Context: an optimization exercise on an open-source flow, tuned for small area, a short achievable clock period and few clock cycles per item. The choices shown serve that exercise and are no tape-out recipe.
Function was not checked in any run shown here: the RTL went through the layout flow alone.
Power is estimated from default activity; no workload was simulated.

==> flow/design.v (outline; a module is shown in full before it is edited, if it fits) <==
// module fp32_mul: 987 lines
// module rnd23: 11 lines
// module add8c: 4 lines
// module fa: 4 lines
// module pgc: 4 lines
// module ao21: 3 lines
// module and2m: 3 lines
// module xor2m: 3 lines
// module fa1: 4 lines
// module ha: 4 lines
module fp32_mul (
    input  wire        clk,
    input  wire        rst,
    input  wire        in_valid,
    input  wire [31:0] op_a,
    input  wire [31:0] op_b,
    output reg         out_valid,
    output reg  [31:0] result
);
  // ...
==> flow/flow/run.sh <==
#!/bin/bash
# Layout flow: the standard ORFS flow (standard.sh, unchanged synthesis),
# with the port buffers made from a regular buffer cell rather than the
# delay-buffer cell that buffer_ports picks by default.
set -euo pipefail
cd "$(dirname "$0")/.."
bash standard.sh "BUFFER_PORTS_ARGS=-buffer_cell sky130_fd_sc_hd__buf_2" finish > flow_make.log 2>&1
==> flow/standard.sh <==
#!/bin/bash
# synth_recipe.tcl (not shown) runs the flow's synth.tcl, then flattens the netlist and writes it again
# the make line also repeats each setting of config.mk as NAME=value (left out here)
make -C /OpenROAD-flow-scripts/flow DESIGN_CONFIG=/design/flow/config.mk WORK_HOME=/design/flow/orfs CLKGATE_MAP_FILE= SYNTH_SCRIPT=/design/flow/synth_recipe.tcl "${@:-finish}"
==> flow/config.mk <==
export PLATFORM = sky130hd
export DESIGN_NAME = fp32_mul
export DESIGN_NICKNAME = fp32_mul
export VERILOG_FILES = /design/flow/design.v
export SDC_FILE = /design/flow/constraint.sdc
export NUM_CORES = 4
export LEC_CHECK = 0
export CAP_MARGIN = 20
export CORE_MARGIN = 2
export CORE_UTILIZATION = 60
export SLEW_MARGIN = 70
export SYNTH_HIERARCHICAL = 1
==> flow/constraint.sdc <==
create_clock -name core_clock -period 11.0 [get_ports {clk}]
set_input_delay 2.2000 -clock core_clock [delete_from_list [all_inputs] [get_ports {clk}]]
set_output_delay 2.2000 -clock core_clock [all_outputs]
set_load 0.01 [all_outputs]
==> summary.txt, run 1 <==
Drt
  – DRT Pass-1 Iters: 8
  – DRC Markers: 0

Timing
  – Setup violations, final: 0
  – Final Cycle Share: a little under a third
  – RSZ-0062 raised after global routing: false
  – Max-slew violations: 0
  – Final Skew: between 20 and 25 ps

Floorplanning
  – Core ar.: approximately 0.038 mm2
  – Tap cells: between 500 and 600
  – Die area: 0.04013 mm2

Clock network
  – CTS resizes: 0
  – H-tree lvl count: 2
  – Reg clk slew, reported paths: approximately 60 ps
  – Postcts setup bufs: 0

Final layout
  – Register name with the most flops: rq
  – Most frequent cells in the layout: 308 x xnor2_1, 298 x dfxtp_1, 264 x a22oi_1
  – Sequential cell area share: between 20% and 30%
  – Filler Cell Count: approximately 3000
  – Top Registers: rq x137, result x32, h3 x26
  – Fraction of area in multi-input gates: a little over three fifths
  – Multi-input comb cells: roughly 1600
  – # clk buffers: slightly above 50

Global route
  – Total grt overflow: 0
  – Vias in the first global route: about 17000

Setup path
  – WP data required: between 10000 and 15000 ps
  – R2R Path End: rq[63]
  – Worst Reg-to-Reg Cells: 7

Run status
  – Status: complete, no violations

Place
  – Post-DP HPWL: around 41 mm
  – Placement Setup Slack: approximately 6900 ps

Power
  – Sw Ratio: 43.27%
  – P_seq: ~1.8 mW
  – Power Total: about 8.3 mW
  – Peak VDD IR: between 150 and 200 uV
  – Lkg Pwr: about 11 nW

Worst hold path
  – HP Start: e2[4]
==> run 2, diff against run 1 <==
--- a/flow/design.v
+++ b/flow/design.v
@@ -673,294 +673,291 @@
   fa u_fa256 (.a(rq[116]), .b(rq[117]), .c(rq[118]), .s(fs256), .co(fc256));
   fa u_fa257 (.a(rq[119]), .b(rq[120]), .c(rq[121]), .s(fs257), .co(fc257));
   fa u_fa258 (.a(rq[122]), .b(rq[123]), .c(rq[124]), .s(fs258), .co(fc258));
   fa u_fa259 (.a(rq[125]), .b(rq[126]), .c(rq[127]), .s(fs259), .co(fc259));
   fa1 u_fa260 (.a(rq[128]), .b(rq[129]), .s(fs260), .co(fc260));
   fa u_fa261 (.a(rq[130]), .b(rq[131]), .c(rq[132]), .s(fs261), .co(fc261));
   fa1 u_fa262 (.a(rq[133]), .b(rq[134]), .s(fs262), .co(fc262));
   fa1 u_fa263 (.a(rq[135]), .b(rq[136]), .s(fs263), .co(fc263));
-  wire gg1, pp2, gg3, pp4, gg5, pp6, gg7, pp8, gg9, pp10, gg11, pp12, gg13, pp14, gg15, pp16, gg17, pp18, gg19, pp20, gg21, pp22, gg23, pp24, gg25, pp26, gg27, pp28, gg29, pp30, gg31, pp32, gg33, pp34, gg35, pp36, gg37, pp38, gg39, pp40, gg41, pp42, gg43, pp44, gg45, pp46, gg47, pp48, gg49, pp50, gg51, pp52, gg53, pp54, gg55, pp56, gg57, pp58, gg59, pp60, gg61, pp62, gg63, pp64, gg65, pp66, gg67, pp68, gg69, pp70, gg71, pp72, gg73, pp74, gg75, pp76, gg77, pp78, gg79, pp80, gg81, pp82, gg83, pp84, gg85, pp86, gg87, pp88, gg89, pp90, gg91, pp92, gg93, pp94, gg95, pp96, g97, p98, g99, p100, g101, p102, g103, p104, g105, p106, g107, p108, g109, p110, g111, p112, g113, p114, g115, p116, g117, p118, g119, p120, g121, p122, g123, p124, g125, p126, g127, p128, g129, p130, g131, p132, g133, p134, g135, p136, g137, p138, g139, p140, g141, p142, g143, p144, g145, g147, p148, g149, p150, g151, p152, g153, p154, g155, p156, g157, p158, g159, p160, g161, p162, g163, p164, g165, p166, g167, p168, g169, p170, g171, p172, g173, p174, g175, p176, g177, p178, g179, p180, g181, p182, g183, p184, g185, p186, g187, p188, g189, p190, g191, p192, g193, g195, g197, g199, p200, g201, p202, g203, p204, g205, p206, g207, p208, g209, p210, g211, p212, g213, p214, g215, p216, g217, p218, g219, p220, g221, p222, g223, p224, g225, p226, g227, p228, g229, p230, g231, p232, g233, p234, g235, p236, g237, p238, g239, p240, g241, g243, g245, g247, g249, g251, g253, g255, p256, g257, p258, g259, p260, g261, p262, g263, p264, g265, p266, g267, p268, g269, p270, g271, p272, g273, p274, g275, p276, g277, p278, g279, p280, g281, p282, g283, p284, g285, p286, g287, p288, g289, g291, g293, g295, g297, g299, g301, g303, g305, g307, g309, g311, g313, g315, g317, g319, p320, g321, p322, g323, g325, g327, g329, g331, g333, g335, g337, g339, g341, g343, g345, g347, g349, g351, g353, g355, z357, z358, z359, z360, z361, z362, z363, z364, z365, z366, z367, z368, z369, z370, z371, z372, z373, z374, z375, z376, z377, z378;
-  and2m u_gg1 (.a(rq[0]), .b(rq[1]), .y(gg1));
-  xor2m u_pp2 (.a(rq[0]), .b(rq[1]), .y(pp2));
-  and2m u_gg3 (.a(rq[2]), .b(1'b0), .y(gg3));
-  xor2m u_pp4 (.a(rq[2]), .b(1'b0), .y(pp4));
-  and2m u_gg5 (.a(rq[5]), .b(hs28), .y(gg5));
-  xor2m u_pp6 (.a(rq[5]), .b(hs28), .y(pp6));
-  and2m u_gg7 (.a(hs29), .b(hc28), .y(gg7));
-  xor2m u_pp8 (.a(hs29), .b(hc28), .y(pp8));
-  and2m u_gg9 (.a(fs220), .b(hc29), .y(gg9));
-  xor2m u_pp10 (.a(fs220), .b(hc29), .y(pp10));
-  and2m u_gg11 (.a(fs221), .b(fc220), .y(gg11));
-  xor2m u_pp12 (.a(fs221), .b(fc220), .y(pp12));
-  and2m u_gg13 (.a(fs222), .b(fc221), .y(gg13));
-  xor2m u_pp14 (.a(fs222), .b(fc221), .y(pp14));
-  and2m u_gg15 (.a(fs223), .b(fc222), .y(gg15));
-  xor2m u_pp16 (.a(fs223), .b(fc222), .y(pp16));
-  and2m u_gg17 (.a(fs224), .b(fc223), .y(gg17));
-  xor2m u_pp18 (.a(fs224), .b(fc223), .y(pp18));
-  and2m u_gg19 (.a(fs225), .b(fc224), .y(gg19));
-  xor2m u_pp20 (.a(fs225), .b(fc224), .y(pp20));
-  and2m u_gg21 (.a(fs226), .b(fc225), .y(gg21));
-  xor2m u_pp22 (.a(fs226), .b(fc225), .y(pp22));
-  and2m u_gg23 (.a(fs227), .b(fc226), .y(gg23));
-  xor2m u_pp24 (.a(fs227), .b(fc226), .y(pp24));
-  and2m u_gg25 (.a(fs228), .b(fc227), .y(gg25));
-  xor2m u_pp26 (.a(fs228), .b(fc227), .y(pp26));
-  and2m u_gg27 (.a(fs229), .b(fc228), .y(gg27));
-  xor2m u_pp28 (.a(fs229), .b(fc228), .y(pp28));
-  and2m u_gg29 (.a(fs230), .b(fc229), .y(gg29));
-  xor2m u_pp30 (.a(fs230), .b(fc229), .y(pp30));
-  and2m u_gg31 (.a(fs231), .b(fc230), .y(gg31));
-  xor2m u_pp32 (.a(fs231), .b(fc230), .y(pp32));
-  and2m u_gg33 (.a(fs232), .b(fc231), .y(gg33));
-  xor2m u_pp34 (.a(fs232), .b(fc231), .y(pp34));
-  and2m u_gg35 (.a(fs233), .b(fc232), .y(gg35));
-  xor2m u_pp36 (.a(fs233), .b(fc232), .y(pp36));
-  and2m u_gg37 (.a(fs234), .b(fc233), .y(gg37));
-  xor2m u_pp38 (.a(fs234), .b(fc233), .y(pp38));
-  and2m u_gg39 (.a(fs235), .b(fc234), .y(gg39));
-  xor2m u_pp40 (.a(fs235), .b(fc234), .y(pp40));
-  and2m u_gg41 (.a(fs236), .b(fc235), .y(gg41));
-  xor2m u_pp42 (.a(fs236), .b(fc235), .y(pp42));
-  and2m u_gg43 (.a(fs237), .b(fc236), .y(gg43));
-  xor2m u_pp44 (.a(fs237), .b(fc236), .y(pp44));
-  and2m u_gg45 (.a(fs238), .b(fc237), .y(gg45));
-  xor2m u_pp46 (.a(fs238), .b(fc237), .y(pp46));
-  and2m u_gg47 (.a(fs239), .b(fc238), .y(gg47));
-  xor2m u_pp48 (.a(fs239), .b(fc238), .y(pp48));
-  and2m u_gg49 (.a(fs240), .b(fc239), .y(gg49));
-  xor2m u_pp50 (.a(fs240), .b(fc239), .y(pp50));
-  and2m u_gg51 (.a(fs241), .b(fc240), .y(gg51));
-  xor2m u_pp52 (.a(fs241), .b(fc240), .y(pp52));
-  and2m u_gg53 (.a(fs242), .b(fc241), .y(gg53));
-  xor2m u_pp54 (.a(fs242), .b(fc241), .y(pp54));
-  and2m u_gg55 (.a(fs243), .b(fc242), .y(gg55));
-  xor2m u_pp56 (.a(fs243), .b(fc242), .y(pp56));
-  and2m u_gg57 (.a(fs244), .b(fc243), .y(gg57));
-  xor2m u_pp58 (.a(fs244), .b(fc243), .y(pp58));
-  and2m u_gg59 (.a(fs245), .b(fc244), .y(gg59));
-  xor2m u_pp60 (.a(fs245), .b(fc244), .y(pp60));
-  and2m u_gg61 (.a(fs246), .b(fc245), .y(gg61));
-  xor2m u_pp62 (.a(fs246), .b(fc245), .y(pp62));
-  and2m u_gg63 (.a(fs247), .b(fc246), .y(gg63));
-  xor2m u_pp64 (.a(fs247), .b(fc246), .y(pp64));
-  and2m u_gg65 (.a(fs248), .b(fc247), .y(gg65));
-  xor2m u_pp66 (.a(fs248), .b(fc247), .y(pp66));
-  and2m u_gg67 (.a(fs249), .b(fc248), .y(gg67));
-  xor2m u_pp68 (.a(fs249), .b(fc248), .y(pp68));
-  and2m u_gg69 (.a(fs250), .b(fc249), .y(gg69));
-  xor2m u_pp70 (.a(fs250), .b(fc249), .y(pp70));
-  and2m u_gg71 (.a(fs251), .b(fc250), .y(gg71));
-  xor2m u_pp72 (.a(fs251), .b(fc250), .y(pp72));
-  and2m u_gg73 (.a(fs252), .b(fc251), .y(gg73));
-  xor2m u_pp74 (.a(fs252), .b(fc251), .y(pp74));
-  and2m u_gg75 (.a(fs253), .b(fc252), .y(gg75));
-  xor2m u_pp76 (.a(fs253), .b(fc252), .y(pp76));
-  and2m u_gg77 (.a(fs254), .b(fc253), .y(gg77));
-  xor2m u_pp78 (.a(fs254), .b(fc253), .y(pp78));
-  and2m u_gg79 (.a(fs255), .b(fc254), .y(gg79));
-  xor2m u_pp80 (.a(fs255), .b(fc254), .y(pp80));
-  and2m u_gg81 (.a(fs256), .b(fc255), .y(gg81));
-  xor2m u_pp82 (.a(fs256), .b(fc255), .y(pp82));
-  and2m u_gg83 (.a(fs257), .b(fc256), .y(gg83));
-  xor2m u_pp84 (.a(fs257), .b(fc256), .y(pp84));
-  and2m u_gg85 (.a(fs258), .b(fc257), .y(gg85));
-  xor2m u_pp86 (.a(fs258), .b(fc257), .y(pp86));
-  and2m u_gg87 (.a(fs259), .b(fc258), .y(gg87));
-  xor2m u_pp88 (.a(fs259), .b(fc258), .y(pp88));
-  and2m u_gg89 (.a(fs260), .b(fc259), .y(gg89));
-  xor2m u_pp90 (.a(fs260), .b(fc259), .y(pp90));
-  and2m u_gg91 (.a(fs261), .b(fc260), .y(gg91));
-  xor2m u_pp92 (.a(fs261), .b(fc260), .y(pp92));
-  and2m u_gg93 (.a(fs262), .b(fc261), .y(gg93));
-  xor2m u_pp94 (.a(fs262), .b(fc261), .y(pp94));
-  and2m u_gg95 (.a(fs263), .b(fc262), .y(gg95));
-  xor2m u_pp96 (.a(fs263), .b(fc262), .y(pp96));
-  ao21 u_g97 (.a(pp2), .b(1'b0), .c(gg1), .y(g97));
-  assign p98 = 1'b0;
-  pgc u_g99 (.gh(gg5), .ph(pp6), .gl(gg3), .pl(pp4), .g(g99), .p(p100));
-  pgc u_g101 (.gh(gg9), .ph(pp10), .gl(gg7), .pl(pp8), .g(g101), .p(p102));
-  pgc u_g103 (.gh(gg13), .ph(pp14), .gl(gg11), .pl(pp12), .g(g103), .p(p104));
-  pgc u_g105 (.gh(gg17), .ph(pp18), .gl(gg15), .pl(pp16), .g(g105), .p(p106));
-  pgc u_g107 (.gh(gg21), .ph(pp22), .gl(gg19), .pl(pp20), .g(g107), .p(p108));
-  pgc u_g109 (.gh(gg25), .ph(pp26), .gl(gg23), .pl(pp24), .g(g109), .p(p110));
-  pgc u_g111 (.gh(gg29), .ph(pp30), .gl(gg27), .pl(pp28), .g(g111), .p(p112));
-  pgc u_g113 (.gh(gg33), .ph(pp34), .gl(gg31), .pl(pp32), .g(g113), .p(p114));
-  pgc u_g115 (.gh(gg37), .ph(pp38), .gl(gg35), .pl(pp36), .g(g115), .p(p116));
-  pgc u_g117 (.gh(gg41), .ph(pp42), .gl(gg39), .pl(pp40), .g(g117), .p(p118));
-  pgc u_g119 (.gh(gg45), .ph(pp46), .gl(gg43), .pl(pp44), .g(g119), .p(p120));
-  pgc u_g121 (.gh(gg49), .ph(pp50), .gl(gg47), .pl(pp48), .g(g121), .p(p122));
-  pgc u_g123 (.gh(gg53), .ph(pp54), .gl(gg51), .pl(pp52), .g(g123), .p(p124));
-  pgc u_g125 (.gh(gg57), .ph(pp58), .gl(gg55), .pl(pp56), .g(g125), .p(p126));
-  pgc u_g127 (.gh(gg61), .ph(pp62), .gl(gg59), .pl(pp60), .g(g127), .p(p128));
-  pgc u_g129 (.gh(gg65), .ph(pp66), .gl(gg63), .pl(pp64), .g(g129), .p(p130));
-  pgc u_g131 (.gh(gg69), .ph(pp70), .gl(gg67), .pl(pp68), .g(g131), .p(p132));
-  pgc u_g133 (.gh(gg73), .ph(pp74), .gl(gg71), .pl(pp72), .g(g133), .p(p134));
-  pgc u_g135 (.gh(gg77), .ph(pp78), .gl(gg75), .pl(pp76), .g(g135), .p(p136));
-  pgc u_g137 (.gh(gg81), .ph(pp82), .gl(gg79), .pl(pp80), .g(g137), .p(p138));
-  pgc u_g139 (.gh(gg85), .ph(pp86), .gl(gg83), .pl(pp84), .g(g139), .p(p140));
-  pgc u_g141 (.gh(gg89), .ph(pp90), .gl(gg87), .pl(pp88), .g(g141), .p(p142));
-  pgc u_g143 (.gh(gg93), .ph(pp94), .gl(gg91), .pl(pp92), .g(g143), .p(p144));
-  ao21 u_g145 (.a(pp4), .b(g97), .c(gg3), .y(g145));
-  pgc u_g147 (.gh(g99), .ph(p100), .gl(g97), .pl(p98), .g(g147), .p(p148));
-  pgc u_g149 (.gh(gg11), .ph(pp12), .gl(g101), .pl(p102), .g(g149), .p(p150));
-  pgc u_g151 (.gh(g103), .ph(p104), .gl(g101), .pl(p102), .g(g151), .p(p152));
-  pgc u_g153 (.gh(gg19), .ph(pp20), .gl(g105), .pl(p106), .g(g153), .p(p154));
-  pgc u_g155 (.gh(g107), .ph(p108), .gl(g105), .pl(p106), .g(g155), .p(p156));
-  pgc u_g157 (.gh(gg27), .ph(pp28), .gl(g109), .pl(p110), .g(g157), .p(p158));
-  pgc u_g159 (.gh(g111), .ph(p112), .gl(g109), .pl(p110), .g(g159), .p(p160));
-  pgc u_g161 (.gh(gg35), .ph(pp36), .gl(g113), .pl(p114), .g(g161), .p(p162));
-  pgc u_g163 (.gh(g115), .ph(p116), .gl(g113), .pl(p114), .g(g163), .p(p164));
-  pgc u_g165 (.gh(gg43), .ph(pp44), .gl(g117), .pl(p118), .g(g165), .p(p166));
-  pgc u_g167 (.gh(g119), .ph(p120), .gl(g117), .pl(p118), .g(g167), .p(p168));
-  pgc u_g169 (.gh(gg51), .ph(pp52), .gl(g121), .pl(p122), .g(g169), .p(p170));
-  pgc u_g171 (.gh(g123), .ph(p124), .gl(g121), .pl(p122), .g(g171), .p(p172));
-  pgc u_g173 (.gh(gg59), .ph(pp60), .gl(g125), .pl(p126), .g(g173), .p(p174));
-  pgc u_g175 (.gh(g127), .ph(p128), .gl(g125), .pl(p126), .g(g175), .p(p176));
-  pgc u_g177 (.gh(gg67), .ph(pp68), .gl(g129), .pl(p130), .g(g177), .p(p178));
-  pgc u_g179 (.gh(g131), .ph(p132), .gl(g129), .pl(p130), .g(g179), .p(p180));
-  pgc u_g181 (.gh(gg75), .ph(pp76), .gl(g133), .pl(p134), .g(g181), .p(p182));
-  pgc u_g183 (.gh(g135), .ph(p136), .gl(g133), .pl(p134), .g(g183), .p(p184));
-  pgc u_g185 (.gh(gg83), .ph(pp84), .gl(g137), .pl(p138), .g(g185), .p(p186));
-  pgc u_g187 (.gh(g139), .ph(p140), .gl(g137), .pl(p138), .g(g187), .p(p188));
-  pgc u_g189 (.gh(gg91), .ph(pp92), .gl(g141), .pl(p142), .g(g189), .p(p190));
-  pgc u_g191 (.gh(g143), .ph(p144), .gl(g141), .pl(p142), .g(g191), .p(p192));
-  ao21 u_g193 (.a(pp8), .b(g147), .c(gg7), .y(g193));
-  ao21 u_g195 (.a(p102), .b(g147), .c(g101), .y(g195));
-  ao21 u_g197 (.a(p150), .b(g147), .c(g149), .y(g197));
-  pgc u_g199 (.gh(g151), .ph(p152), .gl(g147), .pl(p148), .g(g199), .p(p200));
-  pgc u_g201 (.gh(gg23), .ph(pp24), .gl(g155), .pl(p156), .g(g201), .p(p202));
-  pgc u_g203 (.gh(g109), .ph(p110), .gl(g155), .pl(p156), .g(g203), .p(p204));
-  pgc u_g205 (.gh(g157), .ph(p158), .gl(g155), .pl(p156), .g(g205), .p(p206));
-  pgc u_g207 (.gh(g159), .ph(p160), .gl(g155), .pl(p156), .g(g207), .p(p208));
-  pgc u_g209 (.gh(gg39), .ph(pp40), .gl(g163), .pl(p164), .g(g209), .p(p210));
-  pgc u_g211 (.gh(g117), .ph(p118), .gl(g163), .pl(p164), .g(g211), .p(p212));
-  pgc u_g213 (.gh(g165), .ph(p166), .gl(g163), .pl(p164), .g(g213), .p(p214));
-  pgc u_g215 (.gh(g167), .ph(p168), .gl(g163), .pl(p164), .g(g215), .p(p216));
-  pgc u_g217 (.gh(gg55), .ph(pp56), .gl(g171), .pl(p172), .g(g217), .p(p218));
-  pgc u_g219 (.gh(g125), .ph(p126), .gl(g171), .pl(p172), .g(g219), .p(p220));
-  pgc u_g221 (.gh(g173), .ph(p174), .gl(g171), .pl(p172), .g(g221), .p(p222));
-  pgc u_g223 (.gh(g175), .ph(p176), .gl(g171), .pl(p172), .g(g223), .p(p224));
-  pgc u_g225 (.gh(gg71), .ph(pp72), .gl(g179), .pl(p180), .g(g225), .p(p226));
-  pgc u_g227 (.gh(g133), .ph(p134), .gl(g179), .pl(p180), .g(g227), .p(p228));
-  pgc u_g229 (.gh(g181), .ph(p182), .gl(g179), .pl(p180), .g(g229), .p(p230));
-  pgc u_g231 (.gh(g183), .ph(p184), .gl(g179), .pl(p180), .g(g231), .p(p232));
-  pgc u_g233 (.gh(gg87), .ph(pp88), .gl(g187), .pl(p188), .g(g233), .p(p234));
-  pgc u_g235 (.gh(g141), .ph(p142), .gl(g187), .pl(p188), .g(g235), .p(p236));
-  pgc u_g237 (.gh(g189), .ph(p190), .gl(g187), .pl(p188), .g(g237), .p(p238));
-  pgc u_g239 (.gh(g191), .ph(p192), .gl(g187), .pl(p188), .g(g239), .p(p240));
-  ao21 u_g241 (.a(pp16), .b(g199), .c(gg15), .y(g241));
-  ao21 u_g243 (.a(p106), .b(g199), .c(g105), .y(g243));
-  ao21 u_g245 (.a(p154), .b(g199), .c(g153), .y(g245));
-  ao21 u_g247 (.a(p156), .b(g199), .c(g155), .y(g247));
-  ao21 u_g249 (.a(p202), .b(g199), .c(g201), .y(g249));
-  ao21 u_g251 (.a(p204), .b(g199), .c(g203), .y(g251));
-  ao21 u_g253 (.a(p206), .b(g199), .c(g205), .y(g253));
-  pgc u_g255 (.gh(g207), .ph(p208), .gl(g199), .pl(p200), .g(g255), .p(p256));
-  pgc u_g257 (.gh(gg47), .ph(pp48), .gl(g215), .pl(p216), .g(g257), .p(p258));
-  pgc u_g259 (.gh(g121), .ph(p122), .gl(g215), .pl(p216), .g(g259), .p(p260));
-  pgc u_g261 (.gh(g169), .ph(p170), .gl(g215), .pl(p216), .g(g261), .p(p262));
-  pgc u_g263 (.gh(g171), .ph(p172), .gl(g215), .pl(p216), .g(g263), .p(p264));
-  pgc u_g265 (.gh(g217), .ph(p218), .gl(g215), .pl(p216), .g(g265), .p(p266));
-  pgc u_g267 (.gh(g219), .ph(p220), .gl(g215), .pl(p216), .g(g267), .p(p268));
-  pgc u_g269 (.gh(g221), .ph(p222), .gl(g215), .pl(p216), .g(g269), .p(p270));
-  pgc u_g271 (.gh(g223), .ph(p224), .gl(g215), .pl(p216), .g(g271), .p(p272));
-  pgc u_g273 (.gh(gg79), .ph(pp80), .gl(g231), .pl(p232), .g(g273), .p(p274));
-  pgc u_g275 (.gh(g137), .ph(p138), .gl(g231), .pl(p232), .g(g275), .p(p276));
-  pgc u_g277 (.gh(g185), .ph(p186), .gl(g231), .pl(p232), .g(g277), .p(p278));
-  pgc u_g279 (.gh(g187), .ph(p188), .gl(g231), .pl(p232), .g(g279), .p(p280));
-  pgc u_g281 (.gh(g233), .ph(p234), .gl(g231), .pl(p232), .g(g281), .p(p282));
-  pgc u_g283 (.gh(g235), .ph(p236), .gl(g231), .pl(p232), .g(g283), .p(p284));
-  pgc u_g285 (.gh(g237), .ph(p238), .gl(g231), .pl(p232), .g(g285), .p(p286));
-  pgc u_g287 (.gh(g239), .ph(p240), .gl(g231), .pl(p232), .g(g287), .p(p288));
-  ao21 u_g289 (.a(pp32), .b(g255), .c(gg31), .y(g289));
-  ao21 u_g291 (.a(p114), .b(g255), .c(g113), .y(g291));
-  ao21 u_g293 (.a(p162), .b(g255), .c(g161), .y(g293));
-  ao21 u_g295 (.a(p164), .b(g255), .c(g163), .y(g295));
-  ao21 u_g297 (.a(p210), .b(g255), .c(g209), .y(g297));
-  ao21 u_g299 (.a(p212), .b(g255), .c(g211), .y(g299));
-  ao21 u_g301 (.a(p214), .b(g255), .c(g213), .y(g301));
-  ao21 u_g303 (.a(p216), .b(g255), .c(g215), .y(g303));
-  ao21 u_g305 (.a(p258), .b(g255), .c(g257), .y(g305));
-  ao21 u_g307 (.a(p260), .b(g255), .c(g259), .y(g307));
-  ao21 u_g309 (.a(p262), .b(g255), .c(g261), .y(g309));
-  ao21 u_g311 (.a(p264), .b(g255), .c(g263), .y(g311));
-  ao21 u_g313 (.a(p266), .b(g255), .c(g265), .y(g313));
-  ao21 u_g315 (.a(p268), .b(g255), .c(g267), .y(g315));
-  ao21 u_g317 (.a(p270), .b(g255), .c(g269), .y(g317));
-  pgc u_g319 (.gh(g271), .ph(p272), .gl(g255), .pl(p256), .g(g319), .p(p320));
-  pgc u_g321 (.gh(gg95), .ph(pp96), .gl(g287), .pl(p288), .g(g321), .p(p322));
-  ao21 u_g323 (.a(pp64), .b(g319), .c(gg63), .y(g323));
-  ao21 u_g325 (.a(p130), .b(g319), .c(g129), .y(g325));
-  ao21 u_g327 (.a(p178), .b(g319), .c(g177), .y(g327));
-  ao21 u_g329 (.a(p180), .b(g319), .c(g179), .y(g329));
-  ao21 u_g331 (.a(p226), .b(g319), .c(g225), .y(g331));
-  ao21 u_g333 (.a(p228), .b(g319), .c(g227), .y(g333));
-  ao21 u_g335 (.a(p230), .b(g319), .c(g229), .y(g335));
-  ao21 u_g337 (.a(p232), .b(g319), .c(g231), .y(g337));
-  ao21 u_g339 (.a(p274), .b(g319), .c(g273), .y(g339));
-  ao21 u_g341 (.a(p276), .b(g319), .c(g275), .y(g341));
-  ao21 u_g343 (.a(p278), .b(g319), .c(g277), .y(g343));
-  ao21 u_g345 (.a(p280), .b(g319), .c(g279), .y(g345));
-  ao21 u_g347 (.a(p282), .b(g319), .c(g281), .y(g347));
-  ao21 u_g349 (.a(p284), .b(g319), .c(g283), .y(g349));
-  ao21 u_g351 (.a(p286), .b(g319), .c(g285), .y(g351));
-  ao21 u_g353 (.a(p288), .b(g319), .c(g287), .y(g353));
-  ao21 u_g355 (.a(p322), .b(g319), .c(g321), .y(g355));
+  wire gg1, pp2, gg3, pp4, gg5, pp6, gg7, pp8, gg9, pp10, gg11, pp12, gg13, pp14, gg15, pp16, gg17, pp18, gg19, pp20, gg21, pp22, gg23, pp24, gg25, pp26, gg27, pp28, gg29, pp30, gg31, pp32, gg33, pp34, gg35, pp36, gg37, pp38, gg39, pp40, gg41, pp42, gg43, pp44, gg45, pp46, gg47, pp48, gg49, pp50, gg51, pp52, gg53, pp54, gg55, pp56, gg57, pp58, gg59, pp60, gg61, pp62, gg63, pp64, gg65, pp66, gg67, pp68, gg69, pp70, gg71, pp72, gg73, pp74, gg75, pp76, gg77, pp78, gg79, pp80, gg81, pp82, gg83, pp84, gg85, pp86, gg87, pp88, gg89, pp90, gg91, pp92, gg93, pp94, gg95, pp96, g97, p98, g99, p100, g101, p102, g103, p104, g105, p106, g107, p108, g109, p110, g111, p112, g113, p114, g115, p116, g117, p118, g119, p120, g121, p122, g123, p124, g125, p126, g127, p128, g129, p130, g131, p132, g133, p134, g135, p136, g137, p138, g139, p140, g141, p142, g143, p144, g145, g147, p148, g149, p150, g151, p152, g153, p154, g155, p156, g157, p158, g159, p160, g161, p162, g163, p164, g165, p166, g167, p168, g169, p170, g171, p172, g173, p174, g175, p176, g177, p178, g179, p180, g181, p182, g183, p184, g185, p186, g187, p188, g189, p190, g191, p192, g193, g195, g197, g199, p200, g201, p202, g203, p204, g205, p206, g207, p208, g209, p210, g211, p212, g213, p214, g215, p216, g217, p218, g219, p220, g221, p222, g223, p224, g225, p226, g227, p228, g229, p230, g231, p232, g233, p234, g235, p236, g237, p238, g239, p240, g241, g243, g245, g247, g249, g251, g253, g255, p256, g257, p258, g259, p260, g261, p262, g263, p264, g265, p266, g267, p268, g269, p270, g271, p272, g273, p274, g275, p276, g277, p278, g279, p280, g281, p282, g283, p284, g285, p286, g287, p288, g289, g291, g293, g295, g297, g299, g301, g303, g305, g307, g309, g311, g313, g315, g317, g319, p320, g321, g323, g325, g327, g329, g331, g333, g335, g337, g339, g341, g343, g345, g347, g349, g351, z353, z354, z355, z356, z357, z358, z359, z360, z361, z362, z363, z364, z365, z366, z367, z368, z369, z370, z371, z372, z373, z374;
+  nand2m u_gg1 (.a(rq[0]), .b(rq[1]), .y(gg1));
+  xnor2m u_pp2 (.a(rq[0]), .b(rq[1]), .y(pp2));
+  nand2m u_gg3 (.a(rq[2]), .b(1'b0), .y(gg3));
+  xnor2m u_pp4 (.a(rq[2]), .b(1'b0), .y(pp4));
+  nand2m u_gg5 (.a(rq[5]), .b(hs28), .y(gg5));
+  xnor2m u_pp6 (.a(rq[5]), .b(hs28), .y(pp6));
+  nand2m u_gg7 (.a(hs29), .b(hc28), .y(gg7));
+  xnor2m u_pp8 (.a(hs29), .b(hc28), .y(pp8));
+  nand2m u_gg9 (.a(fs220), .b(hc29), .y(gg9));
+  xnor2m u_pp10 (.a(fs220), .b(hc29), .y(pp10));
+  nand2m u_gg11 (.a(fs221), .b(fc220), .y(gg11));
+  xnor2m u_pp12 (.a(fs221), .b(fc220), .y(pp12));
+  nand2m u_gg13 (.a(fs222), .b(fc221), .y(gg13));
+  xnor2m u_pp14 (.a(fs222), .b(fc221), .y(pp14));
+  nand2m u_gg15 (.a(fs223), .b(fc222), .y(gg15));
+  xnor2m u_pp16 (.a(fs223), .b(fc222), .y(pp16));
+  nand2m u_gg17 (.a(fs224), .b(fc223), .y(gg17));
+  xnor2m u_pp18 (.a(fs224), .b(fc223), .y(pp18));
+  nand2m u_gg19 (.a(fs225), .b(fc224), .y(gg19));
+  xnor2m u_pp20 (.a(fs225), .b(fc224), .y(pp20));
+  nand2m u_gg21 (.a(fs226), .b(fc225), .y(gg21));
+  xnor2m u_pp22 (.a(fs226), .b(fc225), .y(pp22));
+  nand2m u_gg23 (.a(fs227), .b(fc226), .y(gg23));
+  xnor2m u_pp24 (.a(fs227), .b(fc226), .y(pp24));
+  nand2m u_gg25 (.a(fs228), .b(fc227), .y(gg25));
+  xnor2m u_pp26 (.a(fs228), .b(fc227), .y(pp26));
+  nand2m u_gg27 (.a(fs229), .b(fc228), .y(gg27));
+  xnor2m u_pp28 (.a(fs229), .b(fc228), .y(pp28));
+  nand2m u_gg29 (.a(fs230), .b(fc229), .y(gg29));
+  xnor2m u_pp30 (.a(fs230), .b(fc229), .y(pp30));
+  nand2m u_gg31 (.a(fs231), .b(fc230), .y(gg31));
+  xnor2m u_pp32 (.a(fs231), .b(fc230), .y(pp32));
+  nand2m u_gg33 (.a(fs232), .b(fc231), .y(gg33));
+  xnor2m u_pp34 (.a(fs232), .b(fc231), .y(pp34));
+  nand2m u_gg35 (.a(fs233), .b(fc232), .y(gg35));
+  xnor2m u_pp36 (.a(fs233), .b(fc232), .y(pp36));
+  nand2m u_gg37 (.a(fs234), .b(fc233), .y(gg37));
+  xnor2m u_pp38 (.a(fs234), .b(fc233), .y(pp38));
+  nand2m u_gg39 (.a(fs235), .b(fc234), .y(gg39));
+  xnor2m u_pp40 (.a(fs235), .b(fc234), .y(pp40));
+  nand2m u_gg41 (.a(fs236), .b(fc235), .y(gg41));
+  xnor2m u_pp42 (.a(fs236), .b(fc235), .y(pp42));
+  nand2m u_gg43 (.a(fs237), .b(fc236), .y(gg43));
+  xnor2m u_pp44 (.a(fs237), .b(fc236), .y(pp44));
+  nand2m u_gg45 (.a(fs238), .b(fc237), .y(gg45));
+  xnor2m u_pp46 (.a(fs238), .b(fc237), .y(pp46));
+  nand2m u_gg47 (.a(fs239), .b(fc238), .y(gg47));
+  xnor2m u_pp48 (.a(fs239), .b(fc238), .y(pp48));
+  nand2m u_gg49 (.a(fs240), .b(fc239), .y(gg49));
+  xnor2m u_pp50 (.a(fs240), .b(fc239), .y(pp50));
+  nand2m u_gg51 (.a(fs241), .b(fc240), .y(gg51));
+  xnor2m u_pp52 (.a(fs241), .b(fc240), .y(pp52));
+  nand2m u_gg53 (.a(fs242), .b(fc241), .y(gg53));
+  xnor2m u_pp54 (.a(fs242), .b(fc241), .y(pp54));
+  nand2m u_gg55 (.a(fs243), .b(fc242), .y(gg55));
+  xnor2m u_pp56 (.a(fs243), .b(fc242), .y(pp56));
+  nand2m u_gg57 (.a(fs244), .b(fc243), .y(gg57));
+  xnor2m u_pp58 (.a(fs244), .b(fc243), .y(pp58));
+  nand2m u_gg59 (.a(fs245), .b(fc244), .y(gg59));
+  xnor2m u_pp60 (.a(fs245), .b(fc244), .y(pp60));
+  nand2m u_gg61 (.a(fs246), .b(fc245), .y(gg61));
+  xnor2m u_pp62 (.a(fs246), .b(fc245), .y(pp62));
+  nand2m u_gg63 (.a(fs247), .b(fc246), .y(gg63));
+  xnor2m u_pp64 (.a(fs247), .b(fc246), .y(pp64));
+  nand2m u_gg65 (.a(fs248), .b(fc247), .y(gg65));
+  xnor2m u_pp66 (.a(fs248), .b(fc247), .y(pp66));
+  nand2m u_gg67 (.a(fs249), .b(fc248), .y(gg67));
+  xnor2m u_pp68 (.a(fs249), .b(fc248), .y(pp68));
+  nand2m u_gg69 (.a(fs250), .b(fc249), .y(gg69));
+  xnor2m u_pp70 (.a(fs250), .b(fc249), .y(pp70));
+  nand2m u_gg71 (.a(fs251), .b(fc250), .y(gg71));
+  xnor2m u_pp72 (.a(fs251), .b(fc250), .y(pp72));
+  nand2m u_gg73 (.a(fs252), .b(fc251), .y(gg73));
+  xnor2m u_pp74 (.a(fs252), .b(fc251), .y(pp74));
+  nand2m u_gg75 (.a(fs253), .b(fc252), .y(gg75));
+  xnor2m u_pp76 (.a(fs253), .b(fc252), .y(pp76));
+  nand2m u_gg77 (.a(fs254), .b(fc253), .y(gg77));
+  xnor2m u_pp78 (.a(fs254), .b(fc253), .y(pp78));
+  nand2m u_gg79 (.a(fs255), .b(fc254), .y(gg79));
+  xnor2m u_pp80 (.a(fs255), .b(fc254), .y(pp80));
+  nand2m u_gg81 (.a(fs256), .b(fc255), .y(gg81));
+  xnor2m u_pp82 (.a(fs256), .b(fc255), .y(pp82));
+  nand2m u_gg83 (.a(fs257), .b(fc256), .y(gg83));
+  xnor2m u_pp84 (.a(fs257), .b(fc256), .y(pp84));
+  nand2m u_gg85 (.a(fs258), .b(fc257), .y(gg85));
+  xnor2m u_pp86 (.a(fs258), .b(fc257), .y(pp86));
+  nand2m u_gg87 (.a(fs259), .b(fc258), .y(gg87));
+  xnor2m u_pp88 (.a(fs259), .b(fc258), .y(pp88));
+  nand2m u_gg89 (.a(fs260), .b(fc259), .y(gg89));
+  xnor2m u_pp90 (.a(fs260), .b(fc259), .y(pp90));
+  nand2m u_gg91 (.a(fs261), .b(fc260), .y(gg91));
+  xnor2m u_pp92 (.a(fs261), .b(fc260), .y(pp92));
+  nand2m u_gg93 (.a(fs262), .b(fc261), .y(gg93));
+  xnor2m u_pp94 (.a(fs262), .b(fc261), .y(pp94));
+  nand2m u_gg95 (.a(fs263), .b(fc262), .y(gg95));
+  xnor2m u_pp96 (.a(fs263), .b(fc262), .y(pp96));
+  pgp u_g97 (.gh(gg3), .ph(pp4), .gl(gg1), .pl(pp2), .g(g97), .p(p98));
+  pgp u_g99 (.gh(gg7), .ph(pp8), .gl(gg5), .pl(pp6), .g(g99), .p(p100));
+  pgp u_g101 (.gh(gg11), .ph(pp12), .gl(gg9), .pl(pp10), .g(g101), .p(p102));
+  pgp u_g103 (.gh(gg15), .ph(pp16), .gl(gg13), .pl(pp14), .g(g103), .p(p104));
+  pgp u_g105 (.gh(gg19), .ph(pp20), .gl(gg17), .pl(pp18), .g(g105), .p(p106));
+  pgp u_g107 (.gh(gg23), .ph(pp24), .gl(gg21), .pl(pp22), .g(g107), .p(p108));
+  pgp u_g109 (.gh(gg27), .ph(pp28), .gl(gg25), .pl(pp26), .g(g109), .p(p110));
+  pgp u_g111 (.gh(gg31), .ph(pp32), .gl(gg29), .pl(pp30), .g(g111), .p(p112));
+  pgp u_g113 (.gh(gg35), .ph(pp36), .gl(gg33), .pl(pp34), .g(g113), .p(p114));
+  pgp u_g115 (.gh(gg39), .ph(pp40), .gl(gg37), .pl(pp38), .g(g115), .p(p116));
+  pgp u_g117 (.gh(gg43), .ph(pp44), .gl(gg41), .pl(pp42), .g(g117), .p(p118));
+  pgp u_g119 (.gh(gg47), .ph(pp48), .gl(gg45), .pl(pp46), .g(g119), .p(p120));
+  pgp u_g121 (.gh(gg51), .ph(pp52), .gl(gg49), .pl(pp50), .g(g121), .p(p122));
+  pgp u_g123 (.gh(gg55), .ph(pp56), .gl(gg53), .pl(pp54), .g(g123), .p(p124));
+  pgp u_g125 (.gh(gg59), .ph(pp60), .gl(gg57), .pl(pp58), .g(g125), .p(p126));
+  pgp u_g127 (.gh(gg63), .ph(pp64), .gl(gg61), .pl(pp62), .g(g127), .p(p128));
+  pgp u_g129 (.gh(gg67), .ph(pp68), .gl(gg65), .pl(pp66), .g(g129), .p(p130));
+  pgp u_g131 (.gh(gg71), .ph(pp72), .gl(gg69), .pl(pp70), .g(g131), .p(p132));
+  pgp u_g133 (.gh(gg75), .ph(pp76), .gl(gg73), .pl(pp74), .g(g133), .p(p134));
+  pgp u_g135 (.gh(gg79), .ph(pp80), .gl(gg77), .pl(pp78), .g(g135), .p(p136));
+  pgp u_g137 (.gh(gg83), .ph(pp84), .gl(gg81), .pl(pp82), .g(g137), .p(p138));
+  pgp u_g139 (.gh(gg87), .ph(pp88), .gl(gg85), .pl(pp86), .g(g139), .p(p140));
+  pgp u_g141 (.gh(gg91), .ph(pp92), .gl(gg89), .pl(pp90), .g(g141), .p(p142));
+  pgp u_g143 (.gh(gg95), .ph(pp96), .gl(gg93), .pl(pp94), .g(g143), .p(p144));
+  oai21m u_g145 (.a(pp6), .b(~g97), .c(gg5), .y(g145));
+  pgn u_g147 (.gh(g99), .ph(p100), .gl(g97), .pl(p98), .g(g147), .p(p148));
+  pgp u_g149 (.gh(gg13), .ph(pp14), .gl(~g101), .pl(~p102), .g(g149), .p(p150));
+  pgn u_g151 (.gh(g103), .ph(p104), .gl(g101), .pl(p102), .g(g151), .p(p152));
+  pgp u_g153 (.gh(gg21), .ph(pp22), .gl(~g105), .pl(~p106), .g(g153), .p(p154));
+  pgn u_g155 (.gh(g107), .ph(p108), .gl(g105), .pl(p106), .g(g155), .p(p156));
+  pgp u_g157 (.gh(gg29), .ph(pp30), .gl(~g109), .pl(~p110), .g(g157), .p(p158));
+  pgn u_g159 (.gh(g111), .ph(p112), .gl(g109), .pl(p110), .g(g159), .p(p160));
+  pgp u_g161 (.gh(gg37), .ph(pp38), .gl(~g113), .pl(~p114), .g(g161), .p(p162));
+  pgn u_g163 (.gh(g115), .ph(p116), .gl(g113), .pl(p114), .g(g163), .p(p164));
+  pgp u_g165 (.gh(gg45), .ph(pp46), .gl(~g117), .pl(~p118), .g(g165), .p(p166));
+  pgn u_g167 (.gh(g119), .ph(p120), .gl(g117), .pl(p118), .g(g167), .p(p168));
+  pgp u_g169 (.gh(gg53), .ph(pp54), .gl(~g121), .pl(~p122), .g(g169), .p(p170));
+  pgn u_g171 (.gh(g123), .ph(p124), .gl(g121), .pl(p122), .g(g171), .p(p172));
+  pgp u_g173 (.gh(gg61), .ph(pp62), .gl(~g125), .pl(~p126), .g(g173), .p(p174));
+  pgn u_g175 (.gh(g127), .ph(p128), .gl(g125), .pl(p126), .g(g175), .p(p176));
+  pgp u_g177 (.gh(gg69), .ph(pp70), .gl(~g129), .pl(~p130), .g(g177), .p(p178));
+  pgn u_g179 (.gh(g131), .ph(p132), .gl(g129), .pl(p130), .g(g179), .p(p180));
+  pgp u_g181 (.gh(gg77), .ph(pp78), .gl(~g133), .pl(~p134), .g(g181), .p(p182));
+  pgn u_g183 (.gh(g135), .ph(p136), .gl(g133), .pl(p134), .g(g183), .p(p184));
+  pgp u_g185 (.gh(gg85), .ph(pp86), .gl(~g137), .pl(~p138), .g(g185), .p(p186));
+  pgn u_g187 (.gh(g139), .ph(p140), .gl(g137), .pl(p138), .g(g187), .p(p188));
+  pgp u_g189 (.gh(gg93), .ph(pp94), .gl(~g141), .pl(~p142), .g(g189), .p(p190));
+  pgn u_g191 (.gh(g143), .ph(p144), .gl(g141), .pl(p142), .g(g191), .p(p192));
+  oai21m u_g193 (.a(pp10), .b(g147), .c(gg9), .y(g193));
+  oai21m u_g195 (.a(~p102), .b(g147), .c(~g101), .y(g195));
+  oai21m u_g197 (.a(~p150), .b(g147), .c(~g149), .y(g197));
+  pgp u_g199 (.gh(g151), .ph(p152), .gl(g147), .pl(p148), .g(g199), .p(p200));
+  pgp u_g201 (.gh(gg25), .ph(pp26), .gl(g155), .pl(p156), .g(g201), .p(p202));
+  pgp u_g203 (.gh(~g109), .ph(~p110), .gl(g155), .pl(p156), .g(g203), .p(p204));
+  pgp u_g205 (.gh(~g157), .ph(~p158), .gl(g155), .pl(p156), .g(g205), .p(p206));
+  pgp u_g207 (.gh(g159), .ph(p160), .gl(g155), .pl(p156), .g(g207), .p(p208));
+  pgp u_g209 (.gh(gg41), .ph(pp42), .gl(g163), .pl(p164), .g(g209), .p(p210));
+  pgp u_g211 (.gh(~g117), .ph(~p118), .gl(g163), .pl(p164), .g(g211), .p(p212));
+  pgp u_g213 (.gh(~g165), .ph(~p166), .gl(g163), .pl(p164), .g(g213), .p(p214));
+  pgp u_g215 (.gh(g167), .ph(p168), .gl(g163), .pl(p164), .g(g215), .p(p216));
+  pgp u_g217 (.gh(gg57), .ph(pp58), .gl(g171), .pl(p172), .g(g217), .p(p218));
+  pgp u_g219 (.gh(~g125), .ph(~p126), .gl(g171), .pl(p172), .g(g219), .p(p220));
+  pgp u_g221 (.gh(~g173), .ph(~p174), .gl(g171), .pl(p172), .g(g221), .p(p222));
+  pgp u_g223 (.gh(g175), .ph(p176), .gl(g171), .pl(p172), .g(g223), .p(p224));
+  pgp u_g225 (.gh(gg73), .ph(pp74), .gl(g179), .pl(p180), .g(g225), .p(p226));
+  pgp u_g227 (.gh(~g133), .ph(~p134), .gl(g179), .pl(p180), .g(g227), .p(p228));
+  pgp u_g229 (.gh(~g181), .ph(~p182), .gl(g179), .pl(p180), .g(g229), .p(p230));
+  pgp u_g231 (.gh(g183), .ph(p184), .gl(g179), .pl(p180), .g(g231), .p(p232));
+  pgp u_g233 (.gh(gg89), .ph(pp90), .gl(g187), .pl(p188), .g(g233), .p(p234));
+  pgp u_g235 (.gh(~g141), .ph(~p142), .gl(g187), .pl(p188), .g(g235), .p(p236));
+  pgp u_g237 (.gh(~g189), .ph(~p190), .gl(g187), .pl(p188), .g(g237), .p(p238));
+  pgp u_g239 (.gh(g191), .ph(p192), .gl(g187), .pl(p188), .g(g239), .p(p240));
+  oai21m u_g241 (.a(pp18), .b(~g199), .c(gg17), .y(g241));
+  aoi21m u_g243 (.a(p106), .b(g199), .c(g105), .y(g243));
+  aoi21m u_g245 (.a(p154), .b(g199), .c(g153), .y(g245));
+  oai21m u_g247 (.a(p156), .b(~g199), .c(g155), .y(g247));
+  aoi21m u_g249 (.a(p202), .b(g199), .c(g201), .y(g249));
+  aoi21m u_g251 (.a(p204), .b(g199), .c(g203), .y(g251));
+  aoi21m u_g253 (.a(p206), .b(g199), .c(g205), .y(g253));
+  pgn u_g255 (.gh(g207), .ph(p208), .gl(g199), .pl(p200), .g(g255), .p(p256));
+  pgp u_g257 (.gh(gg49), .ph(pp50), .gl(~g215), .pl(~p216), .g(g257), .p(p258));
+  pgn u_g259 (.gh(g121), .ph(p122), .gl(g215), .pl(p216), .g(g259), .p(p260));
+  pgn u_g261 (.gh(g169), .ph(p170), .gl(g215), .pl(p216), .g(g261), .p(p262));
+  pgp u_g263 (.gh(g171), .ph(p172), .gl(~g215), .pl(~p216), .g(g263), .p(p264));
+  pgn u_g265 (.gh(g217), .ph(p218), .gl(g215), .pl(p216), .g(g265), .p(p266));
+  pgn u_g267 (.gh(g219), .ph(p220), .gl(g215), .pl(p216), .g(g267), .p(p268));
+  pgn u_g269 (.gh(g221), .ph(p222), .gl(g215), .pl(p216), .g(g269), .p(p270));
+  pgn u_g271 (.gh(g223), .ph(p224), .gl(g215), .pl(p216), .g(g271), .p(p272));
+  pgp u_g273 (.gh(gg81), .ph(pp82), .gl(~g231), .pl(~p232), .g(g273), .p(p274));
+  pgn u_g275 (.gh(g137), .ph(p138), .gl(g231), .pl(p232), .g(g275), .p(p276));
+  pgn u_g277 (.gh(g185), .ph(p186), .gl(g231), .pl(p232), .g(g277), .p(p278));
+  pgp u_g279 (.gh(g187), .ph(p188), .gl(~g231), .pl(~p232), .g(g279), .p(p280));
+  pgn u_g281 (.gh(g233), .ph(p234), .gl(g231), .pl(p232), .g(g281), .p(p282));
+  pgn u_g283 (.gh(g235), .ph(p236), .gl(g231), .pl(p232), .g(g283), .p(p284));
+  pgn u_g285 (.gh(g237), .ph(p238), .gl(g231), .pl(p232), .g(g285), .p(p286));
+  pgn u_g287 (.gh(g239), .ph(p240), .gl(g231), .pl(p232), .g(g287), .p(p288));
+  oai21m u_g289 (.a(pp34), .b(g255), .c(gg33), .y(g289));
+  oai21m u_g291 (.a(~p114), .b(g255), .c(~g113), .y(g291));
+  oai21m u_g293 (.a(~p162), .b(g255), .c(~g161), .y(g293));
+  oai21m u_g295 (.a(p164), .b(g255), .c(g163), .y(g295));
+  oai21m u_g297 (.a(~p210), .b(g255), .c(~g209), .y(g297));
+  oai21m u_g299 (.a(~p212), .b(g255), .c(~g211), .y(g299));
+  oai21m u_g301 (.a(~p214), .b(g255), .c(~g213), .y(g301));
+  oai21m u_g303 (.a(~p216), .b(g255), .c(~g215), .y(g303));
+  oai21m u_g305 (.a(~p258), .b(g255), .c(~g257), .y(g305));
+  oai21m u_g307 (.a(p260), .b(g255), .c(g259), .y(g307));
+  oai21m u_g309 (.a(p262), .b(g255), .c(g261), .y(g309));
+  oai21m u_g311 (.a(~p264), .b(g255), .c(~g263), .y(g311));
+  oai21m u_g313 (.a(p266), .b(g255), .c(g265), .y(g313));
+  oai21m u_g315 (.a(p268), .b(g255), .c(g267), .y(g315));
+  oai21m u_g317 (.a(p270), .b(g255), .c(g269), .y(g317));
+  pgp u_g319 (.gh(g271), .ph(p272), .gl(g255), .pl(p256), .g(g319), .p(p320));
+  oai21m u_g321 (.a(pp66), .b(~g319), .c(gg65), .y(g321));
+  aoi21m u_g323 (.a(p130), .b(g319), .c(g129), .y(g323));
+  aoi21m u_g325 (.a(p178), .b(g319), .c(g177), .y(g325));
+  oai21m u_g327 (.a(p180), .b(~g319), .c(g179), .y(g327));
+  aoi21m u_g329 (.a(p226), .b(g319), .c(g225), .y(g329));
+  aoi21m u_g331 (.a(p228), .b(g319), .c(g227), .y(g331));
+  aoi21m u_g333 (.a(p230), .b(g319), .c(g229), .y(g333));
+  aoi21m u_g335 (.a(p232), .b(g319), .c(g231), .y(g335));
+  aoi21m u_g337 (.a(p274), .b(g319), .c(g273), .y(g337));
+  oai21m u_g339 (.a(p276), .b(~g319), .c(g275), .y(g339));
+  oai21m u_g341 (.a(p278), .b(~g319), .c(g277), .y(g341));
+  aoi21m u_g343 (.a(p280), .b(g319), .c(g279), .y(g343));
+  oai21m u_g345 (.a(p282), .b(~g319), .c(g281), .y(g345));
+  oai21m u_g347 (.a(p284), .b(~g319), .c(g283), .y(g347));
+  oai21m u_g349 (.a(p286), .b(~g319), .c(g285), .y(g349));
+  oai21m u_g351 (.a(p288), .b(~g319), .c(g287), .y(g351));
   wire [25:0] h;
-  xor2m u_s22 (.a(pp46), .b(g301), .y(h[0]));
-  xor2m u_s23 (.a(pp48), .b(g303), .y(h[1]));
-  xor2m u_s24 (.a(pp50), .b(g305), .y(h[2]));
-  xor2m u_s25 (.a(pp52), .b(g307), .y(h[3]));
-  xor2m u_s26 (.a(pp54), .b(g309), .y(h[4]));
-  xor2m u_s27 (.a(pp56), .b(g311), .y(h[5]));
-  xor2m u_s28 (.a(pp58), .b(g313), .y(h[6]));
-  xor2m u_s29 (.a(pp60), .b(g315), .y(h[7]));
-  xor2m u_s30 (.a(pp62), .b(g317), .y(h[8]));
-  xor2m u_s31 (.a(pp64), .b(g319), .y(h[9]));
-  xor2m u_s32 (.a(pp66), .b(g323), .y(h[10]));
-  xor2m u_s33 (.a(pp68), .b(g325), .y(h[11]));
-  xor2m u_s34 (.a(pp70), .b(g327), .y(h[12]));
-  xor2m u_s35 (.a(pp72), .b(g329), .y(h[13]));
-  xor2m u_s36 (.a(pp74), .b(g331), .y(h[14]));
-  xor2m u_s37 (.a(pp76), .b(g333), .y(h[15]));
-  xor2m u_s38 (.a(pp78), .b(g335), .y(h[16]));
-  xor2m u_s39 (.a(pp80), .b(g337), .y(h[17]));
-  xor2m u_s40 (.a(pp82), .b(g339), .y(h[18]));
-  xor2m u_s41 (.a(pp84), .b(g341), .y(h[19]));
-  xor2m u_s42 (.a(pp86), .b(g343), .y(h[20]));
-  xor2m u_s43 (.a(pp88), .b(g345), .y(h[21]));
-  xor2m u_s44 (.a(pp90), .b(g347), .y(h[22]));
-  xor2m u_s45 (.a(pp92), .b(g349), .y(h[23]));
-  xor2m u_s46 (.a(pp94), .b(g351), .y(h[24]));
-  xor2m u_s47 (.a(pp96), .b(g353), .y(h[25]));
-  assign z357 = rq[0] ^ rq[1];
-  assign z358 = (rq[2] ^ 1'b0) ^ (rq[0] | rq[1]);
-  assign z359 = (rq[5] ^ hs28) ^ (rq[2] | 1'b0);
-  assign z360 = (hs29 ^ hc28) ^ (rq[5] | hs28);
-  assign z361 = (fs220 ^ hc29) ^ (hs29 | hc28);
-  assign z362 = (fs221 ^ fc220) ^ (fs220 | hc29);
-  assign z363 = (fs222 ^ fc221) ^ (fs221 | fc220);
-  assign z364 = (fs223 ^ fc222) ^ (fs222 | fc221);
-  assign z365 = (fs224 ^ fc223) ^ (fs223 | fc222);
-  assign z366 = (fs225 ^ fc224) ^ (fs224 | fc223);
-  assign z367 = (fs226 ^ fc225) ^ (fs225 | fc224);
-  assign z368 = (fs227 ^ fc226) ^ (fs226 | fc225);
-  assign z369 = (fs228 ^ fc227) ^ (fs227 | fc226);
-  assign z370 = (fs229 ^ fc228) ^ (fs228 | fc227);
-  assign z371 = (fs230 ^ fc229) ^ (fs229 | fc228);
-  assign z372 = (fs231 ^ fc230) ^ (fs230 | fc229);
-  assign z373 = (fs232 ^ fc231) ^ (fs231 | fc230);
-  assign z374 = (fs233 ^ fc232) ^ (fs232 | fc231);
-  assign z375 = (fs234 ^ fc233) ^ (fs233 | fc232);
-  assign z376 = (fs235 ^ fc234) ^ (fs234 | fc233);
-  assign z377 = (fs236 ^ fc235) ^ (fs235 | fc234);
-  assign z378 = (fs237 ^ fc236) ^ (fs236 | fc235);
-  wire sticky = z357 | z358 | z359 | z360 | z361 | z362 | z363 | z364 | z365 | z366 | z367 | z368 | z369 | z370 | z371 | z372 | z373 | z374 | z375 | z376 | z377 | z378;
+  xnor2m u_s22 (.a(pp46), .b(g299), .y(h[0]));
+  xnor2m u_s23 (.a(pp48), .b(g301), .y(h[1]));
+  xnor2m u_s24 (.a(pp50), .b(g303), .y(h[2]));
+  xnor2m u_s25 (.a(pp52), .b(g305), .y(h[3]));
+  xnor2m u_s26 (.a(pp54), .b(g307), .y(h[4]));
+  xnor2m u_s27 (.a(pp56), .b(g309), .y(h[5]));
+  xnor2m u_s28 (.a(pp58), .b(g311), .y(h[6]));
+  xnor2m u_s29 (.a(pp60), .b(g313), .y(h[7]));
+  xnor2m u_s30 (.a(pp62), .b(g315), .y(h[8]));
+  xnor2m u_s31 (.a(pp64), .b(g317), .y(h[9]));
+  xnor2m u_s32 (.a(pp66), .b(g319), .y(h[10]));
+  xnor2m u_s33 (.a(pp68), .b(g321), .y(h[11]));
+  xor2m u_s34 (.a(pp70), .b(g323), .y(h[12]));
+  xor2m u_s35 (.a(pp72), .b(g325), .y(h[13]));
+  xnor2m u_s36 (.a(pp74), .b(g327), .y(h[14]));
+  xor2m u_s37 (.a(pp76), .b(g329), .y(h[15]));
+  xor2m u_s38 (.a(pp78), .b(g331), .y(h[16]));
+  xor2m u_s39 (.a(pp80), .b(g333), .y(h[17]));
+  xor2m u_s40 (.a(pp82), .b(g335), .y(h[18]));
+  xor2m u_s41 (.a(pp84), .b(g337), .y(h[19]));
+  xnor2m u_s42 (.a(pp86), .b(g339), .y(h[20]));
+  xnor2m u_s43 (.a(pp88), .b(g341), .y(h[21]));
+  xor2m u_s44 (.a(pp90), .b(g343), .y(h[22]));
+  xnor2m u_s45 (.a(pp92), .b(g345), .y(h[23]));
+  xnor2m u_s46 (.a(pp94), .b(g347), .y(h[24]));
+  xnor2m u_s47 (.a(pp96), .b(g349), .y(h[25]));
+  assign z353 = rq[0] ^ rq[1];
+  assign z354 = (rq[2] ^ 1'b0) ^ (rq[0] | rq[1]);
+  assign z355 = (rq[5] ^ hs28) ^ (rq[2] | 1'b0);
+  assign z356 = (hs29 ^ hc28) ^ (rq[5] | hs28);
+  assign z357 = (fs220 ^ hc29) ^ (hs29 | hc28);
+  assign z358 = (fs221 ^ fc220) ^ (fs220 | hc29);
+  assign z359 = (fs222 ^ fc221) ^ (fs221 | fc220);
+  assign z360 = (fs223 ^ fc222) ^ (fs222 | fc221);
+  assign z361 = (fs224 ^ fc223) ^ (fs223 | fc222);
+  assign z362 = (fs225 ^ fc224) ^ (fs224 | fc223);
+  assign z363 = (fs226 ^ fc225) ^ (fs225 | fc224);
+  assign z364 = (fs227 ^ fc226) ^ (fs226 | fc225);
+  assign z365 = (fs228 ^ fc227) ^ (fs227 | fc226);
+  assign z366 = (fs229 ^ fc228) ^ (fs228 | fc227);
+  assign z367 = (fs230 ^ fc229) ^ (fs229 | fc228);
+  assign z368 = (fs231 ^ fc230) ^ (fs230 | fc229);
+  assign z369 = (fs232 ^ fc231) ^ (fs231 | fc230);
+  assign z370 = (fs233 ^ fc232) ^ (fs232 | fc231);
+  assign z371 = (fs234 ^ fc233) ^ (fs233 | fc232);
+  assign z372 = (fs235 ^ fc234) ^ (fs234 | fc233);
+  assign z373 = (fs236 ^ fc235) ^ (fs235 | fc234);
+  assign z374 = (fs237 ^ fc236) ^ (fs236 | fc235);
+  wire sticky = z353 | z354 | z355 | z356 | z357 | z358 | z359 | z360 | z361 | z362 | z363 | z364 | z365 | z366 | z367 | z368 | z369 | z370 | z371 | z372 | z373 | z374;
   reg        v3, s3, q3, st3, kill3;
   reg [7:0]  e3;
   reg [25:0] h3;
   always @(posedge clk) begin
     if (rst) v3 <= 1'b0; else v3 <= v2;
     s3 <= s2;
     q3 <= q2;
     kill3 <= kill2;
@@ -1006,16 +1003,36 @@
 endmodule
 module pgc (input wire gh, input wire ph, input wire gl, input wire pl, output wire g, output wire p);
   assign g = gh | (ph & gl);
   assign p = ph & pl;
 endmodule
 module ao21 (input wire a, input wire b, input wire c, output wire y);
   assign y = (a & b) | c;
 endmodule
+module pgn (input wire gh, input wire ph, input wire gl, input wire pl, output wire g, output wire p);
+  assign g = ~(gh | (ph & gl));
+  assign p = ~(ph & pl);
+endmodule
+module pgp (input wire gh, input wire ph, input wire gl, input wire pl, output wire g, output wire p);
+  assign g = ~(gh & (ph | gl));
+  assign p = ~(ph | pl);
+endmodule
+module aoi21m (input wire a, input wire b, input wire c, output wire y);
+  assign y = ~((a & b) | c);
+endmodule
+module oai21m (input wire a, input wire b, input wire c, output wire y);
+  assign y = ~((a | b) & c);
+endmodule
+module nand2m (input wire a, input wire b, output wire y);
+  assign y = ~(a & b);
+endmodule
+module xnor2m (input wire a, input wire b, output wire y);
+  assign y = ~(a ^ b);
+endmodule
 module and2m (input wire a, input wire b, output wire y);
   assign y = a & b;
 endmodule
 module xor2m (input wire a, input wire b, output wire y);
   assign y = a ^ b;
 endmodule
 module fa1 (input wire a, input wire b, output wire s, output wire co);
   assign s = ~(a ^ b);
==> run 2 against run 1 <==
Effect of this change: still clean on timing, DRC and antenna; combinational power increased by 9.6%; critical path depth shrank 1; global-route usage rose by 0.089 points; critical path type unchanged; largest power group unchanged; highest routed layer unchanged.
==> summary.txt, run 2 <==
Clock network
  – TritonCTS Buffers: 36
  – CTS resizes: 0 (unchanged)
  – Clk Latency, worst-skew pair: 550 ps
  – Max clock buf depth: 3
  – CTS tree: yes
  – H-tree lvl count: 2 (unchanged)
  – Postcts setup bufs: 0 (unchanged)
  – Cts hold-fix bufs: 0
  – Sink Count: 304
  – Clock Tree Root: clkbuf_16
  – Reg clk slew, reported paths: 60 ps (about the same)

Final layout
  – Fraction of layout cells with a size suffix above 1: 16.05%
  – Top Registers: rq x137, result x32, h3 x26
  – NumNets Final: 2683
  – Most common cell after layout, fill and taps aside: xnor2_1
  – Register name with the most flops: rq
  – Number of flip-flops in the largest register: about 140
  – Ant diodes: 0
  – Area Growth Syn to Fin: 9.751%
  – Most frequent cells in the layout: 361 x xnor2_1, 302 x dfxtp_1, 264 x a22oi_1

Global route
  – GR Layer Usage met3: about 7.7%
  – Met1 usage: approximately 42%
  – Total GRT Usage: between 30% and 40%
  – Global-route track usage on met2: between 40% and 50%
  – Initial antenna violation count: 0
  – Vias in the first global route: 17400 (+0.18%)
  – Largest net degree at the start of global routing: 32
  – First-pass GRT wire length: around 95 mm
  – Busiest grt layer: met2
  – Total grt overflow: 0 (unchanged)

Setup path
  – Worst EP arrival: about 3900 ps
  – Crit path largest cell delay: between 500 and 600 ps
  – Crit. End Element: flop
  – WP data required: 11470 ps (-20 ps)
  – Top delay family on crit path: simple AND/OR/NAND/NOR gates
  – Crit path cell chain: buf_2, or4_1, nor2_4, or4_1, buf_6, nor2_1, ha_1, nor3_2
  – Startpoint type of the worst setup path: input pin
  – Top cell by count, worst path: or4_1
  – CP max stage cell: or4_1
  – Max Fanout on Critical Path: 31
  – Setup CP Type: in -> reg
  – Worst Path Buf+Inv: 2

Floorplanning
  – Chip height: about 200 um
  – Die Width: 199.8 um
  – Boundary Pins: 100
  – Die area: 0.03991 mm2 (-0.56%)
  – Initial Util: 61.05%
  – Row Count: roughly 70
  – Core ar.: 0.03767 mm2 (-0.47%)

Synthesis
  – Yosys warning total: 7
  – Syn Area/Cell: a little over 10 um2
  – Mapped Area: around 0.023 mm2
  – Post-synthesis cell count: around 2300

Place
  – Post-DP HPWL: 40.25 mm (-0.87%)
  – Routability cong.: ~0.82
  – IO Port Bufs: 99

Power
  – Power Total: 8.785 mW (+5.3%)
  – Power density cells: 348.1 mW/mm2
  – Lkg Pwr: 10.04 nW (-7.2%)
  – Peak VDD IR: 195.4 uV (+16%)

Timing
  – RSZ-0062 raised after global routing: false
  – Final Cycle Share: 31.25% (-0.33 points)
  – Max-slew violations: 0 (unchanged)
  – Setup_tns: 0 ps
  – Final hold violation count: 0
  – Final Skew: 13.69 ps (-11.28 ps)
  – Fmax achieved: slightly below 0.3 GHz
  – Setup violations, final: 0 (unchanged)
  – Fin crit period: approximately 3400 ps

Drt
  – Post-Route WL: just over 60 mm
  – DRC Markers: 0 (unchanged)
  – Vias per inst: roughly 6.0
  – First DRT Iteration DRCs: 1445
  – Antenna viol nets, final: 0
  – DR vias: 16970
  – WL/cell: around 22 um
  – DRT Pass-1 Iters: 6 (-2)

Worst hold path
  – Worst hold path type: reg -> reg

Flow run
  – Max-capacitance violation count: 0

Run status
  – Status: complete, no violations
[run 2: final cells by class]
cell class	instances	area, um2
Clock buffer	51	1018
Clock inverter	14	141.4
Inverter	145	544.3
Sequential cell	304	6091
Tap cell	511	639.4
Fill cell	3082	12430
Multi-Input combinational cell	1622	15690
Timing Repair Buffer	169	1111
[run 2: final timing paths]
kind	startpoint	end	slack, ps	cells past startpoint
max reg2reg	fa1[12]	rq[63]	7670	7
min	kill2	kill3	320	0
min reg2reg	kill2	kill3	320	0
max	op_b[23]	neg1[3]	7560	8
[run 2: metal layers]
metal	vias up	wire length [um]	share of wire [%]
met3	127	6004	9.9
met2	832	27830	46
met1	8412	25380	42
li1	7603	-	-
met4	0	1336	2.2
met5	-	0	0
[run 2: per-stage QoR]
stage                     setup slack, ps  cells  utilization [%]  instance area [um2]  hold WS (ps)
after detailed placement             6995   2750            63.55                23940         312.1
final                                7562   2816            67.00                25240         323.0
after global routing                 7435   2816            67.00                25240         330.8
after floorplan                      7330   2251                -                23000         309.6
after CTS                            7541   2815            66.63                25100         325.8
after global placement               6949   2746            63.17                23790         311.3
[run 2: power breakdown]
part | internal [mW] | leakage, nW | switching (mW) | total (mW)
Sequential | 1.57 | 2.56 | 0.246 | 1.81
Combinational | 2.48 | 6.92 | 3.33 | 5.80
Clock | 0.696 | 0.558 | 0.470 | 1.17
Total | 4.74 | 10.0 | 4.04 | 8.78

==> separate check: timing with driven ports <==
The results above use ideal ports. As a check the final layouts listed here were re-extracted and re-timed, cells and wires unchanged. Step 1 assumes that a clkbuf_16 drives the clock port and a buf_2 every other input. Step 2 times the ports against the registers' clock, not the clock port: input delays grow and output delays shrink by t, the midpoint of the rising clock arrivals with the driver on. a / b / c = ideal ports / drivers / drivers and shift; a / b = the first two.
run | t, ns | setup WS [ns] | worst hold slack (ns) | latest minus earliest clock arrival (ns) | worst register clock-pin slew, ns
run 1 | 0.619 | 7.526 / 7.561 / 6.943 | 0.322 / 0.322 / 0.322 | 0.027 / 0.027 | 0.06 / 0.06
run 2 | 0.598 | 7.562 / 7.601 / 7.003 | 0.323 / 0.323 / 0.323 | 0.016 / 0.016 | 0.06 / 0.06
After both steps every run listed still meets setup and hold. For run 1, which loses most, drivers alone change the setup slack by +0.035 ns; drivers and shift together by -0.583 ns.
